This design comes from an exercise in tuning for small area on the open sky130 flow, not from production work.
In this exercise RTL edits were held to simulation tests only and were not proved equivalent to the original.

File: flow/run.sh
#!/bin/bash
# synth_recipe.tcl (not shown) runs the flow's synth.tcl, then flattens the netlist and writes it again
# the make line also repeats each setting of config.mk as NAME=value (left out here)
make -C /OpenROAD-flow-scripts/flow DESIGN_CONFIG=/design/flow/config.mk WORK_HOME=/design/flow/orfs CLKGATE_MAP_FILE= SYNTH_SCRIPT=/design/flow/synth_recipe.tcl finish
File: flow/config.mk
export PLATFORM = sky130hd
export DESIGN_NAME = SA
export DESIGN_NICKNAME = SA
export VERILOG_FILES = /design/flow/design.v
export SDC_FILE = /design/flow/constraint.sdc
export NUM_CORES = 4
export LEC_CHECK = 0
export CAP_MARGIN = 20
export CORE_MARGIN = 2
export CORE_UTILIZATION = 35
export PLACE_DENSITY = 0.55
export SLEW_MARGIN = 20
File: flow/constraint.sdc
create_clock -name core_clock -period 10.0 [get_ports {clk}]
set_input_delay 2.0000 -clock core_clock [delete_from_list [all_inputs] [get_ports {clk}]]
set_output_delay 2.0000 -clock core_clock [all_outputs]
set_load 0.01 [all_outputs]
File: flow/design.v
module Counter #(
    parameter COUNT_NUM = 4
    )
    (
    input   clk,
    input   rst_n,
    input   start_i,
    output  done_o
    );
    localparam COUNT_LG2 = $clog2(COUNT_NUM);
    localparam IDLE = 2'b00;
    localparam RUN  = 2'b01;
    localparam DONE = 2'b10;
    reg [1:0] c_state, n_state;
    reg [COUNT_LG2-1:0] cnt_num;
    always @(posedge clk, negedge rst_n) begin
        if (!rst_n) begin
            c_state <= IDLE;
        end else begin
            c_state <= n_state;
        end
    end
    always @(*) begin 
        n_state = c_state;   
        case (c_state)
            IDLE    : begin
                if (start_i) begin
                    n_state = RUN;
                end
            end
            RUN     : begin
                if (cnt_num==COUNT_NUM-1) begin
                    n_state = DONE;
                end
            end
            DONE    : begin
                n_state = IDLE;
            end
            default : begin
                n_state = IDLE;
            end
        endcase
    end
    always @(posedge clk, negedge rst_n) begin
        if (!rst_n) begin
            cnt_num <= {(COUNT_LG2){1'b0}};
        end else begin
            case (c_state)
                IDLE    : cnt_num <= {(COUNT_LG2){1'b0}};
                RUN     : cnt_num <= cnt_num + 'd1;
                DONE    : cnt_num <= {(COUNT_LG2){1'b0}};
                default : cnt_num <= {(COUNT_LG2){1'b0}};
            endcase
        end
    end
    assign done_o = (c_state==DONE);
endmodule
module PE #(
    parameter DATA_WIDTH = 8,
    parameter WEIGHT_RST = 0
    )
    (
    input                           clk,
    input                           rst_n,
    input   [DATA_WIDTH-1:0]        ifmap_i,     
    input   [DATA_WIDTH-1:0]        weight_i,
    input                           weight_en_i,
    input   [15:0]                  lo_i,        
    output  [DATA_WIDTH-1:0]        weight_o,
    output  [16:0]                  sum_o        
    );
    reg     [DATA_WIDTH-1:0]        weight_r;
    reg     [DATA_WIDTH-1:0]        icopy_r;
    generate
        if (WEIGHT_RST) begin : G_WRST
            always @(posedge clk, negedge rst_n) begin
                if (!rst_n)
                    weight_r <= {(DATA_WIDTH){1'b0}};
                else if (weight_en_i)
                    weight_r <= weight_i;
            end
        end else begin : G_WNORST
            always @(posedge clk) begin
                if (weight_en_i)
                    weight_r <= weight_i;
            end
        end
    endgenerate
    always @(posedge clk, negedge rst_n) begin
        if (!rst_n)
            icopy_r <= {(DATA_WIDTH){1'b0}};
        else if (weight_en_i)
            icopy_r <= ifmap_i;
    end
    wire [7:0] pp [0:7];
    genvar g;
    generate
        for (g = 0; g < 8; g = g + 1) begin : G_PP
            assign pp[g] = icopy_r & {8{weight_r[g]}};
        end
    endgenerate
    wire s1, c2;
    assign s1 = pp[0][5] ^ pp[1][4];
    assign c2 = pp[0][5] & pp[1][4];
    wire s3, c4;
    assign s3 = pp[0][6] ^ pp[1][5] ^ pp[2][4];
    assign c4 = (pp[0][6] & pp[1][5]) | (pp[0][6] & pp[2][4]) | (pp[1][5] & pp[2][4]);
    wire s5, c6;
    assign s5 = pp[3][3] ^ pp[4][2];
    assign c6 = pp[3][3] & pp[4][2];
    wire s7, c8;
    assign s7 = pp[0][7] ^ pp[1][6] ^ pp[2][5];
    assign c8 = (pp[0][7] & pp[1][6]) | (pp[0][7] & pp[2][5]) | (pp[1][6] & pp[2][5]);
    wire s9, c10;
    assign s9 = pp[3][4] ^ pp[4][3] ^ pp[5][2];
    assign c10 = (pp[3][4] & pp[4][3]) | (pp[3][4] & pp[5][2]) | (pp[4][3] & pp[5][2]);
    wire s11, c12;
    assign s11 = pp[6][1] ^ pp[7][0];
    assign c12 = pp[6][1] & pp[7][0];
    wire s13, c14;
    assign s13 = pp[1][7] ^ pp[2][6] ^ pp[3][5];
    assign c14 = (pp[1][7] & pp[2][6]) | (pp[1][7] & pp[3][5]) | (pp[2][6] & pp[3][5]);
    wire s15, c16;
    assign s15 = pp[4][4] ^ pp[5][3] ^ pp[6][2];
    assign c16 = (pp[4][4] & pp[5][3]) | (pp[4][4] & pp[6][2]) | (pp[5][3] & pp[6][2]);
    wire s17, c18;
    assign s17 = pp[7][1] ^ lo_i[8];
    assign c18 = pp[7][1] & lo_i[8];
    wire s19, c20;
    assign s19 = pp[2][7] ^ pp[3][6] ^ pp[4][5];
    assign c20 = (pp[2][7] & pp[3][6]) | (pp[2][7] & pp[4][5]) | (pp[3][6] & pp[4][5]);
    wire s21, c22;
    assign s21 = pp[5][4] ^ pp[6][3] ^ pp[7][2];
    assign c22 = (pp[5][4] & pp[6][3]) | (pp[5][4] & pp[7][2]) | (pp[6][3] & pp[7][2]);
    wire s23, c24;
    assign s23 = pp[3][7] ^ pp[4][6] ^ pp[5][5];
    assign c24 = (pp[3][7] & pp[4][6]) | (pp[3][7] & pp[5][5]) | (pp[4][6] & pp[5][5]);
    wire s25, c26;
    assign s25 = pp[0][3] ^ pp[1][2];
    assign c26 = pp[0][3] & pp[1][2];
    wire s27, c28;
    assign s27 = pp[0][4] ^ pp[1][3] ^ pp[2][2];
    assign c28 = (pp[0][4] & pp[1][3]) | (pp[0][4] & pp[2][2]) | (pp[1][3] & pp[2][2]);
    wire s29, c30;
    assign s29 = pp[3][1] ^ pp[4][0];
    assign c30 = pp[3][1] & pp[4][0];
    wire s31, c32;
    assign s31 = s1 ^ pp[2][3] ^ pp[3][2];
    assign c32 = (s1 & pp[2][3]) | (s1 & pp[3][2]) | (pp[2][3] & pp[3][2]);
    wire s33, c34;
    assign s33 = pp[4][1] ^ pp[5][0] ^ lo_i[5];
    assign c34 = (pp[4][1] & pp[5][0]) | (pp[4][1] & lo_i[5]) | (pp[5][0] & lo_i[5]);
    wire s35, c36;
    assign s35 = s3 ^ s5 ^ pp[5][1];
    assign c36 = (s3 & s5) | (s3 & pp[5][1]) | (s5 & pp[5][1]);
    wire s37, c38;
    assign s37 = pp[6][0] ^ lo_i[6] ^ c2;
    assign c38 = (pp[6][0] & lo_i[6]) | (pp[6][0] & c2) | (lo_i[6] & c2);
    wire s39, c40;
    assign s39 = s7 ^ s9 ^ s11;
    assign c40 = (s7 & s9) | (s7 & s11) | (s9 & s11);
    wire s41, c42;
    assign s41 = lo_i[7] ^ c4 ^ c6;
    assign c42 = (lo_i[7] & c4) | (lo_i[7] & c6) | (c4 & c6);
    wire s43, c44;
    assign s43 = s13 ^ s15 ^ s17;
    assign c44 = (s13 & s15) | (s13 & s17) | (s15 & s17);
    wire s45, c46;
    assign s45 = c8 ^ c10 ^ c12;
    assign c46 = (c8 & c10) | (c8 & c12) | (c10 & c12);
    wire s47, c48;
    assign s47 = s19 ^ s21 ^ lo_i[9];
    assign c48 = (s19 & s21) | (s19 & lo_i[9]) | (s21 & lo_i[9]);
    wire s49, c50;
    assign s49 = c14 ^ c16 ^ c18;
    assign c50 = (c14 & c16) | (c14 & c18) | (c16 & c18);
    wire s51, c52;
    assign s51 = s23 ^ pp[6][4] ^ pp[7][3];
    assign c52 = (s23 & pp[6][4]) | (s23 & pp[7][3]) | (pp[6][4] & pp[7][3]);
    wire s53, c54;
    assign s53 = lo_i[10] ^ c20 ^ c22;
    assign c54 = (lo_i[10] & c20) | (lo_i[10] & c22) | (c20 & c22);
    wire s55, c56;
    assign s55 = pp[4][7] ^ pp[5][6] ^ pp[6][5];
    assign c56 = (pp[4][7] & pp[5][6]) | (pp[4][7] & pp[6][5]) | (pp[5][6] & pp[6][5]);
    wire s57, c58;
    assign s57 = pp[7][4] ^ lo_i[11] ^ c24;
    assign c58 = (pp[7][4] & lo_i[11]) | (pp[7][4] & c24) | (lo_i[11] & c24);
    wire s59, c60;
    assign s59 = pp[5][7] ^ pp[6][6] ^ pp[7][5];
    assign c60 = (pp[5][7] & pp[6][6]) | (pp[5][7] & pp[7][5]) | (pp[6][6] & pp[7][5]);
    wire s61, c62;
    assign s61 = pp[0][2] ^ pp[1][1];
    assign c62 = pp[0][2] & pp[1][1];
    wire s63, c64;
    assign s63 = s25 ^ pp[2][1] ^ pp[3][0];
    assign c64 = (s25 & pp[2][1]) | (s25 & pp[3][0]) | (pp[2][1] & pp[3][0]);
    wire s65, c66;
    assign s65 = s27 ^ s29 ^ lo_i[4];
    assign c66 = (s27 & s29) | (s27 & lo_i[4]) | (s29 & lo_i[4]);
    wire s67, c68;
    assign s67 = s31 ^ s33 ^ c28;
    assign c68 = (s31 & s33) | (s31 & c28) | (s33 & c28);
    wire s69, c70;
    assign s69 = s35 ^ s37 ^ c32;
    assign c70 = (s35 & s37) | (s35 & c32) | (s37 & c32);
    wire s71, c72;
    assign s71 = s39 ^ s41 ^ c36;
    assign c72 = (s39 & s41) | (s39 & c36) | (s41 & c36);
    wire s73, c74;
    assign s73 = s43 ^ s45 ^ c40;
    assign c74 = (s43 & s45) | (s43 & c40) | (s45 & c40);
    wire s75, c76;
    assign s75 = s47 ^ s49 ^ c44;
    assign c76 = (s47 & s49) | (s47 & c44) | (s49 & c44);
    wire s77, c78;
    assign s77 = s51 ^ s53 ^ c48;
    assign c78 = (s51 & s53) | (s51 & c48) | (s53 & c48);
    wire s79, c80;
    assign s79 = s55 ^ s57 ^ c52;
    assign c80 = (s55 & s57) | (s55 & c52) | (s57 & c52);
    wire s81, c82;
    assign s81 = s59 ^ lo_i[12] ^ c56;
    assign c82 = (s59 & lo_i[12]) | (s59 & c56) | (lo_i[12] & c56);
    wire s83, c84;
    assign s83 = pp[6][7] ^ pp[7][6] ^ lo_i[13];
    assign c84 = (pp[6][7] & pp[7][6]) | (pp[6][7] & lo_i[13]) | (pp[7][6] & lo_i[13]);
    wire s85, c86;
    assign s85 = pp[0][1] ^ pp[1][0];
    assign c86 = pp[0][1] & pp[1][0];
    wire s87, c88;
    assign s87 = s61 ^ pp[2][0] ^ lo_i[2];
    assign c88 = (s61 & pp[2][0]) | (s61 & lo_i[2]) | (pp[2][0] & lo_i[2]);
    wire s89, c90;
    assign s89 = s63 ^ lo_i[3] ^ c62;
    assign c90 = (s63 & lo_i[3]) | (s63 & c62) | (lo_i[3] & c62);
    wire s91, c92;
    assign s91 = s65 ^ c26 ^ c64;
    assign c92 = (s65 & c26) | (s65 & c64) | (c26 & c64);
    wire s93, c94;
    assign s93 = s67 ^ c30 ^ c66;
    assign c94 = (s67 & c30) | (s67 & c66) | (c30 & c66);
    wire s95, c96;
    assign s95 = s69 ^ c34 ^ c68;
    assign c96 = (s69 & c34) | (s69 & c68) | (c34 & c68);
    wire s97, c98;
    assign s97 = s71 ^ c38 ^ c70;
    assign c98 = (s71 & c38) | (s71 & c70) | (c38 & c70);
    wire s99, c100;
    assign s99 = s73 ^ c42 ^ c72;
    assign c100 = (s73 & c42) | (s73 & c72) | (c42 & c72);
    wire s101, c102;
    assign s101 = s75 ^ c46 ^ c74;
    assign c102 = (s75 & c46) | (s75 & c74) | (c46 & c74);
    wire s103, c104;
    assign s103 = s77 ^ c50 ^ c76;
    assign c104 = (s77 & c50) | (s77 & c76) | (c50 & c76);
    wire s105, c106;
    assign s105 = s79 ^ c54 ^ c78;
    assign c106 = (s79 & c54) | (s79 & c78) | (c54 & c78);
    wire s107, c108;
    assign s107 = s81 ^ c58 ^ c80;
    assign c108 = (s81 & c58) | (s81 & c80) | (c58 & c80);
    wire s109, c110;
    assign s109 = s83 ^ c60 ^ c82;
    assign c110 = (s83 & c60) | (s83 & c82) | (c60 & c82);
    wire s111, c112;
    assign s111 = pp[7][7] ^ lo_i[14] ^ c84;
    assign c112 = (pp[7][7] & lo_i[14]) | (pp[7][7] & c84) | (lo_i[14] & c84);
    wire s113, c114;
    assign s113 = pp[0][0] ^ lo_i[0];
    assign c114 = pp[0][0] & lo_i[0];
    wire s115, c116;
    assign s115 = s85 ^ lo_i[1] ^ c114;
    assign c116 = (s85 & lo_i[1]) | (s85 & c114) | (lo_i[1] & c114);
    wire s117, c118;
    assign s117 = s87 ^ c86 ^ c116;
    assign c118 = (s87 & c86) | (s87 & c116) | (c86 & c116);
    wire s119, c120;
    assign s119 = s89 ^ c88 ^ c118;
    assign c120 = (s89 & c88) | (s89 & c118) | (c88 & c118);
    wire s121, c122;
    assign s121 = s91 ^ c90 ^ c120;
    assign c122 = (s91 & c90) | (s91 & c120) | (c90 & c120);
    wire s123, c124;
    assign s123 = s93 ^ c92 ^ c122;
    assign c124 = (s93 & c92) | (s93 & c122) | (c92 & c122);
    wire s125, c126;
    assign s125 = s95 ^ c94 ^ c124;
    assign c126 = (s95 & c94) | (s95 & c124) | (c94 & c124);
    wire s127, c128;
    assign s127 = s97 ^ c96 ^ c126;
    assign c128 = (s97 & c96) | (s97 & c126) | (c96 & c126);
    wire s129, c130;
    assign s129 = s99 ^ c98 ^ c128;
    assign c130 = (s99 & c98) | (s99 & c128) | (c98 & c128);
    wire s131, c132;
    assign s131 = s101 ^ c100 ^ c130;
    assign c132 = (s101 & c100) | (s101 & c130) | (c100 & c130);
    wire s133, c134;
    assign s133 = s103 ^ c102 ^ c132;
    assign c134 = (s103 & c102) | (s103 & c132) | (c102 & c132);
    wire s135, c136;
    assign s135 = s105 ^ c104 ^ c134;
    assign c136 = (s105 & c104) | (s105 & c134) | (c104 & c134);
    wire s137, c138;
    assign s137 = s107 ^ c106 ^ c136;
    assign c138 = (s107 & c106) | (s107 & c136) | (c106 & c136);
    wire s139, c140;
    assign s139 = s109 ^ c108 ^ c138;
    assign c140 = (s109 & c108) | (s109 & c138) | (c108 & c138);
    wire s141, c142;
    assign s141 = s111 ^ c110 ^ c140;
    assign c142 = (s111 & c110) | (s111 & c140) | (c110 & c140);
    wire s143, c144;
    assign s143 = lo_i[15] ^ c112 ^ c142;
    assign c144 = (lo_i[15] & c112) | (lo_i[15] & c142) | (c112 & c142);
    assign sum_o = {c144, s143, s141, s139, s137, s135, s133, s131, s129, s127, s125, s123, s121, s119, s117, s115, s113};
    assign weight_o = weight_r;
endmodule
module SA #(
    parameter PE_SIZE       = 8,
    parameter DATA_WIDTH    = 8,
    parameter PSUM_WIDTH    = 32
    )
    (
    input clk,
    input rst_n,
    input   [DATA_WIDTH*PE_SIZE-1:0]    ifmap_row_i,
    input   [DATA_WIDTH*PE_SIZE-1:0]    weight_col_i,
    input   [PSUM_WIDTH*PE_SIZE-1:0]    psum_row_i,
    input                               ifmap_preload_i,
    input   [PE_SIZE-1:0]               weight_en_col_i,
    input   [PE_SIZE-1:0]               psum_en_row_i,
    output  [DATA_WIDTH*PE_SIZE-1:0]    ifmap_row_o,
    output  [DATA_WIDTH*PE_SIZE-1:0]    weight_col_o,
    output  [PSUM_WIDTH*PE_SIZE-1:0]    psum_row_o,
    output  [PE_SIZE-1:0]               weight_en_col_o,
    output  [PE_SIZE-1:0]               psum_en_row_o
    );
    localparam N  = PE_SIZE;
    localparam DW = DATA_WIDTH;
    localparam HW = PSUM_WIDTH - 16;      
    localparam CW = $clog2(N);            
    wire preload_done_w;
    Counter #(
        .COUNT_NUM ( PE_SIZE-1 )
    ) u_Counter (
        .clk     ( clk              ),
        .rst_n   ( rst_n            ),
        .start_i ( ifmap_preload_i  ),
        .done_o  ( preload_done_w   )
    );
    reg preload_r;
    always @(posedge clk, negedge rst_n) begin
        if (!rst_n)
            preload_r <= 1'b0;
        else if (ifmap_preload_i)
            preload_r <= 1'b1;
        else if (preload_done_w)
            preload_r <= 1'b0;
    end
    wire ifmap_en_w = (!preload_done_w) & (ifmap_preload_i | preload_r);
    genvar j, k;
    generate
        for (j = 0; j < N; j = j + 1) begin : G_LANE
            reg  [DW-1:0] ifmap_r [0:N-1];
            reg  [N-1:0]  pen_r;
            wire [15:0]   lo_q  [0:N-1];
            wire [HW-1:0] hi_q  [0:N-1];
            wire [CW-1:0] cnt_q [0:N-1];
            wire [16:0]   sum_w [0:N-1];
            always @(posedge clk, negedge rst_n) begin
                if (!rst_n)
                    pen_r <= {N{1'b0}};
                else
                    pen_r <= {pen_r[N-2:0], psum_en_row_i[N-1-j]};
            end
            for (k = 0; k < N; k = k + 1) begin : G_STAGE
                always @(posedge clk, negedge rst_n) begin
                    if (!rst_n)
                        ifmap_r[k] <= {DW{1'b0}};
                    else if (ifmap_en_w)
                        ifmap_r[k] <= (k == 0) ? ifmap_row_i[DW*(N-j)-1 -: DW] : ifmap_r[k-1 < 0 ? 0 : k-1];
                end
                if (k < N-1) begin : G_MID
                    localparam KW = (k == 0) ? 1 : $clog2(k+1);
                    reg [15:0]   lo_r;
                    reg [HW-1:0] hi_r;
                    reg [KW-1:0] c_r;
                    always @(posedge clk) begin
                        if (k == 0) begin
                            lo_r <= psum_row_i[PSUM_WIDTH*(N-j)-1-HW -: 16];
                            hi_r <= psum_row_i[PSUM_WIDTH*(N-j)-1 -: HW];
                            c_r  <= {KW{1'b0}};
                        end else begin
                            lo_r <= G_STAGE[k-1 < 0 ? 0 : k-1].G_MID.lo_n;
                            hi_r <= hi_q[k-1 < 0 ? 0 : k-1];
                            c_r  <= G_STAGE[k-1 < 0 ? 0 : k-1].G_MID.c_n[KW-1:0];
                        end
                    end
                    wire [15:0]  lo_n = sum_w[k][15:0];
                    wire [KW:0]  c_n  = c_r + sum_w[k][16];
                    assign lo_q[k]  = lo_r;
                    assign hi_q[k]  = hi_r;
                    assign cnt_q[k] = c_r;
                end else begin : G_LAST
                    reg [15:0]   lo_r;
                    reg [HW-1:0] hi_r;
                    reg [CW-1:0] c_r;
                    always @(posedge clk, negedge rst_n) begin
                        if (!rst_n) begin
                            lo_r <= 16'd0;
                            hi_r <= {HW{1'b0}};
                            c_r  <= {CW{1'b0}};
                        end else if (pen_r[N-2]) begin
                            lo_r <= G_STAGE[N-2].G_MID.lo_n;
                            hi_r <= hi_q[N-2];
                            c_r  <= G_STAGE[N-2].G_MID.c_n;
                        end
                    end
                    assign lo_q[k]  = lo_r;
                    assign hi_q[k]  = hi_r;
                    assign cnt_q[k] = c_r;
                    assign psum_row_o[PSUM_WIDTH*(N-j)-1 -: PSUM_WIDTH] =
                        {hi_r + c_r + sum_w[k][16], sum_w[k][15:0]};
                end
            end
            assign ifmap_row_o[DW*(N-j)-1 -: DW] = ifmap_r[N-1];
            assign psum_en_row_o[N-1-j] = pen_r[N-1];
        end
        for (k = 0; k < N; k = k + 1) begin : G_COL
            reg  [N-1:0]  wen_r;
            wire [DW-1:0] w_q [0:N-1];
            always @(posedge clk, negedge rst_n) begin
                if (!rst_n)
                    wen_r <= {N{1'b0}};
                else
                    wen_r <= {wen_r[N-2:0], weight_en_col_i[N-1-k]};
            end
            for (j = 0; j < N; j = j + 1) begin : G_PE
                PE #(
                    .DATA_WIDTH ( DW ),
                    .WEIGHT_RST ( j == N-1 )
                ) PE_INST (
                    .clk         ( clk ),
                    .rst_n       ( rst_n ),
                    .ifmap_i     ( G_LANE[j].ifmap_r[k] ),
                    .weight_i    ( (j == 0) ? weight_col_i[DW*(N-k)-1 -: DW] : w_q[j == 0 ? 0 : j-1] ),
                    .weight_en_i ( (j == 0) ? weight_en_col_i[N-1-k] : wen_r[j == 0 ? 0 : j-1] ),
                    .lo_i        ( G_LANE[j].lo_q[k] ),
                    .weight_o    ( w_q[j] ),
                    .sum_o       ( G_LANE[j].sum_w[k] )
                );
            end
            assign weight_col_o[DW*(N-k)-1 -: DW] = w_q[N-1];
            assign weight_en_col_o[N-1-k] = wen_r[N-1];
        end
    endgenerate
endmodule
==> metrics.cfg <==
[floorplanning]
dieHeight_um = 827
row_count = 302
dieWidth_um = 827
core_area_sq_um = 676000
num_io_pins = 803
start_util = 0.351
die-area_sq_um = 684000

[final_layout]
nets = 25400
syn_to_final_growth_pct = 15.5
nFillCells = 64300
final_cells = 29600
layout-drive-gt1-share = 0.138
fin_area_sq_um = 274000

[synth]
synth_edf_count = 448
synth_top_area_frac = 0.342
avgSynthCellArea_sq_um = 12.5
synth.distinct_cells = 42
syn_nets = 24200
synth_flop_cell = dfxtp_1
synthesis.area_sq_um = 237000
synthTopCellsByArea = fa_1 34%, dfxtp_1 16%, dfrtp_1 16%
ys_ff_latch = 3854
async_reset_ff_frac = 0.390
synth-seq-area-share = 0.376
ys_top_cells_by_count = 4256 x inv_1, 4048 x fa_1, 3026 x and2_1
yosys.area.top_type = fa_1
yosys_warnings = 20
netlist_instances = 19000
yosysMostFrequentCell = inv_1

[critical_path]
crit_fanout = 4
slowest_stage = fa_1
cp.required_ps = 8000
worstSetupPathType = flop to output port
slowest_delay_ps = 510
critPathArrivalTime_ps = 8870
startpoint_type = flop
crit_top_cell = fa_2
critPathCaptureType = output port

[placement]
place_congestion = 0.862
dp.cells = 28700
dp_slack_ps = -1220
portBuffers = 802
postPlaceCellArea_sq_um = 256000
hpwl_um = 473000

[grt]
grt_start_max_net_pins = 125
antenna_found_initial = 78
grt-ovfl-total = 0
grt_pass1_vias = 145000
grt_first_pass_wirelength_um = 914000
grt.total_usage = 0.176

[clocking]
clkLatencyLatePin_ps = 1070
cts_max_level = 5
cts_made_buffers = 440
cts_num_sinks = 3854
ctsRootBufferMaster = clkbuf_16
path_clk_slew_ps = 60
cts_buffer_depth = 4
tritoncts = done

[run]
cap_violations = 0

[sta]
finalSetupViolCount = 120
tightest_slew_ps = 1110
worst_slew_margin_rel = 0.260
final.setup.worst_slack_ps = -869
rsz0062_at_grt = true
hold_viol = 0
slew_viol_final = 0
fin_skew_ps = 107
max_freq_ghz = 0.0920
post-route-period-util = 1.09
fin_crit_ps = 10870

[routing]
drt_iter0_drc = 5420
vias = 130000
drcViolationCount = 0
vias_per_cell = 4.40
wirelength_um = 595000
drtPass1Iterations = 8
wl_per_cell_um = 20.1
drtAntennaViolNets = 0

[min_path]
worst_hold_path_type = flop to flop

[run_status]
failed_checks = negative setup slack
run_status = failed layout checks

==> cell usage in the layout (no fill, tap or decap), drive strengths merged, types with 9 or more instances in the layout <==
master / instances
xnor2: 89
nor3: 9
edfxtp: 448
a21o: 9
and2: 3026
clkdlybuf4s50: 661
dfrtp: 1502
mux2i: 30
nand2: 1173
fa: 4048
nand3: 30
dfxtp: 1904
a21oi: 32
clkinv: 121
clkinvlp: 38
ha: 674
xor2: 56
mux2: 1264
buf: 435
nand4: 19
clkbuf: 588
nor2: 41
o21ai: 58
bufinv: 43
diode: 27
inv: 4305
and4: 9
and3: 9
==> worst paths after layout <==
kind / startpoint / depth (start not counted) / slack [ps] / end
worst max-delay path: G_COL[7].G_PE[0].PE_INST.weight_r[0] / 32 / -870 / psum_row_o[250]
min in group asynchronous: rst_n / 1 / 890 / G_LANE[4].G_STAGE[7].G_LAST.hi_r[12]
max in group asynchronous: rst_n / 3 / 7050 / G_LANE[7].ifmap_r[3][0]
worst max register to register: G_COL[6].G_PE[0].PE_INST.weight_r[1] / 27 / 1140 / G_LANE[0].G_STAGE[7].G_LAST.c_r[2]
worst min-delay path: G_LANE[7].G_STAGE[4].G_MID.hi_r[4] / 0 / 270 / G_LANE[7].G_STAGE[5].G_MID.hi_r[4]
worst min register to register: G_LANE[7].G_STAGE[4].G_MID.hi_r[4] / 0 / 270 / G_LANE[7].G_STAGE[5].G_MID.hi_r[4]
==> worst max-delay path, delay by kind of cell, from the launching register on <==
kind	cells	cell delay (ps)
AO/OA/AOI/OAI	1	190
XOR/XNOR	1	120
adder cells (fa/ha/maj)	18	6030
AND/OR/NAND/NOR	3	490
flip-flops	1	400
buffers and inverters	9	560
==> area by class of cell <==
type / instances / area (sq um) / share of cell area
multi-input cells: 10600 / 131000 / 0.480
flip-flops and latches: 3854 / 89200 / 0.326
inverters: 4256 / 16000 / 0.0584
clock buffers: 586 / 12700 / 0.0463
well taps: 8968 / 11200 / 0.0410
repair buffers: 1104 / 10200 / 0.0372
clock inverters: 251 / 3030 / 0.0111
diodes: 27 / 67.6 / 0.000247
==> stage by stage <==
step / hold slack [ps] / setup TNS [ps] / util
6_report: 270 / -58060 / 0.405
5_1_grt: 281 / -93660 / 0.405
4_1_cts: 268 / -84460 / 0.404
3_5_place_dp: 312 / -85050 / 0.380
3_3_place_gp: 310 / -81070 / 0.380
2_1_floorplan: 310 / 0 / -
==> what timing repair did <==
item	in CTS	in global routing
setup endpoints to repair	157	138
gates resized for setup	795	186
hold buffers	0	0
buffers inserted	39	35
pin swaps	197	81
==> sequential cells by signal, summed over array words and instances (netlist names) <==
register                     flops
G_LANE.G_STAGE.G_MID.hi_r      896
G_LANE.G_STAGE.G_MID.lo_r      896
G_LANE.G_STAGE.G_LAST.c_r       24
G_COL.G_PE.PE_INST.weight_r    512
u_Counter.c_state                2
G_LANE.G_STAGE.G_MID.c_r       112
G_LANE.G_STAGE.G_LAST.lo_r     128
G_COL.G_PE.PE_INST.icopy_r     512
u_Counter.cnt_num                3
preload_r                        1
G_LANE.G_STAGE.G_LAST.hi_r     128
G_LANE.pen_r                    64
G_LANE.ifmap_r                 512
G_COL.wen_r                     64
==> routing by layer <==
metal  track usage  wire length (um)  up-vias
li1              -                 -    58600
met1         0.231            256000    68700
met2         0.299            292000     2277
met3        0.0271             26800      817
met4        0.0533             20700       38
met5             0               231        -
==> logic make-up (layout without fill, tap and decap cells) <==
family                     after synthesis  count (layout)  share of synthesized area
xor gates and xnor gates               145             145                    0.00536
buffers and inverters                 4575            6197                     0.0755
AOI/OAI and AO/OA                      107             107                    0.00245
adders and majority gates             4722            4722                      0.378
other                                    0              27                          0
DFF                                   3854            3854                      0.376
muxes                                 1294            1294                     0.0613
and+or+nand+nor                       4335            4335                      0.102

static timing again, ports no longer ideal:
The flow's constraints put no driver on any port. The routed layout listed below was extracted and timed again, unchanged, in two steps.
Step 1: set_driving_cell puts a clkbuf_16 on clk and a buf_2 on each other input, an assumption about the parent block.
Step 2 times the ports against the registers' clock, not the clock port: input delays grow and output delays shrink by t, the midpoint of the rising clock arrivals with the driver on.
a / b / c = ideal / step 1 / step 2; a / b = the first two.
shift t [ns]: 1.157
setup WS [ns]: -0.869 / -0.997 / 0.161
clock arrival spread, ns: 0.129 / 0.129
The setup slack of this run moves by -0.128 ns with the drivers and by +1.030 ns with both steps.
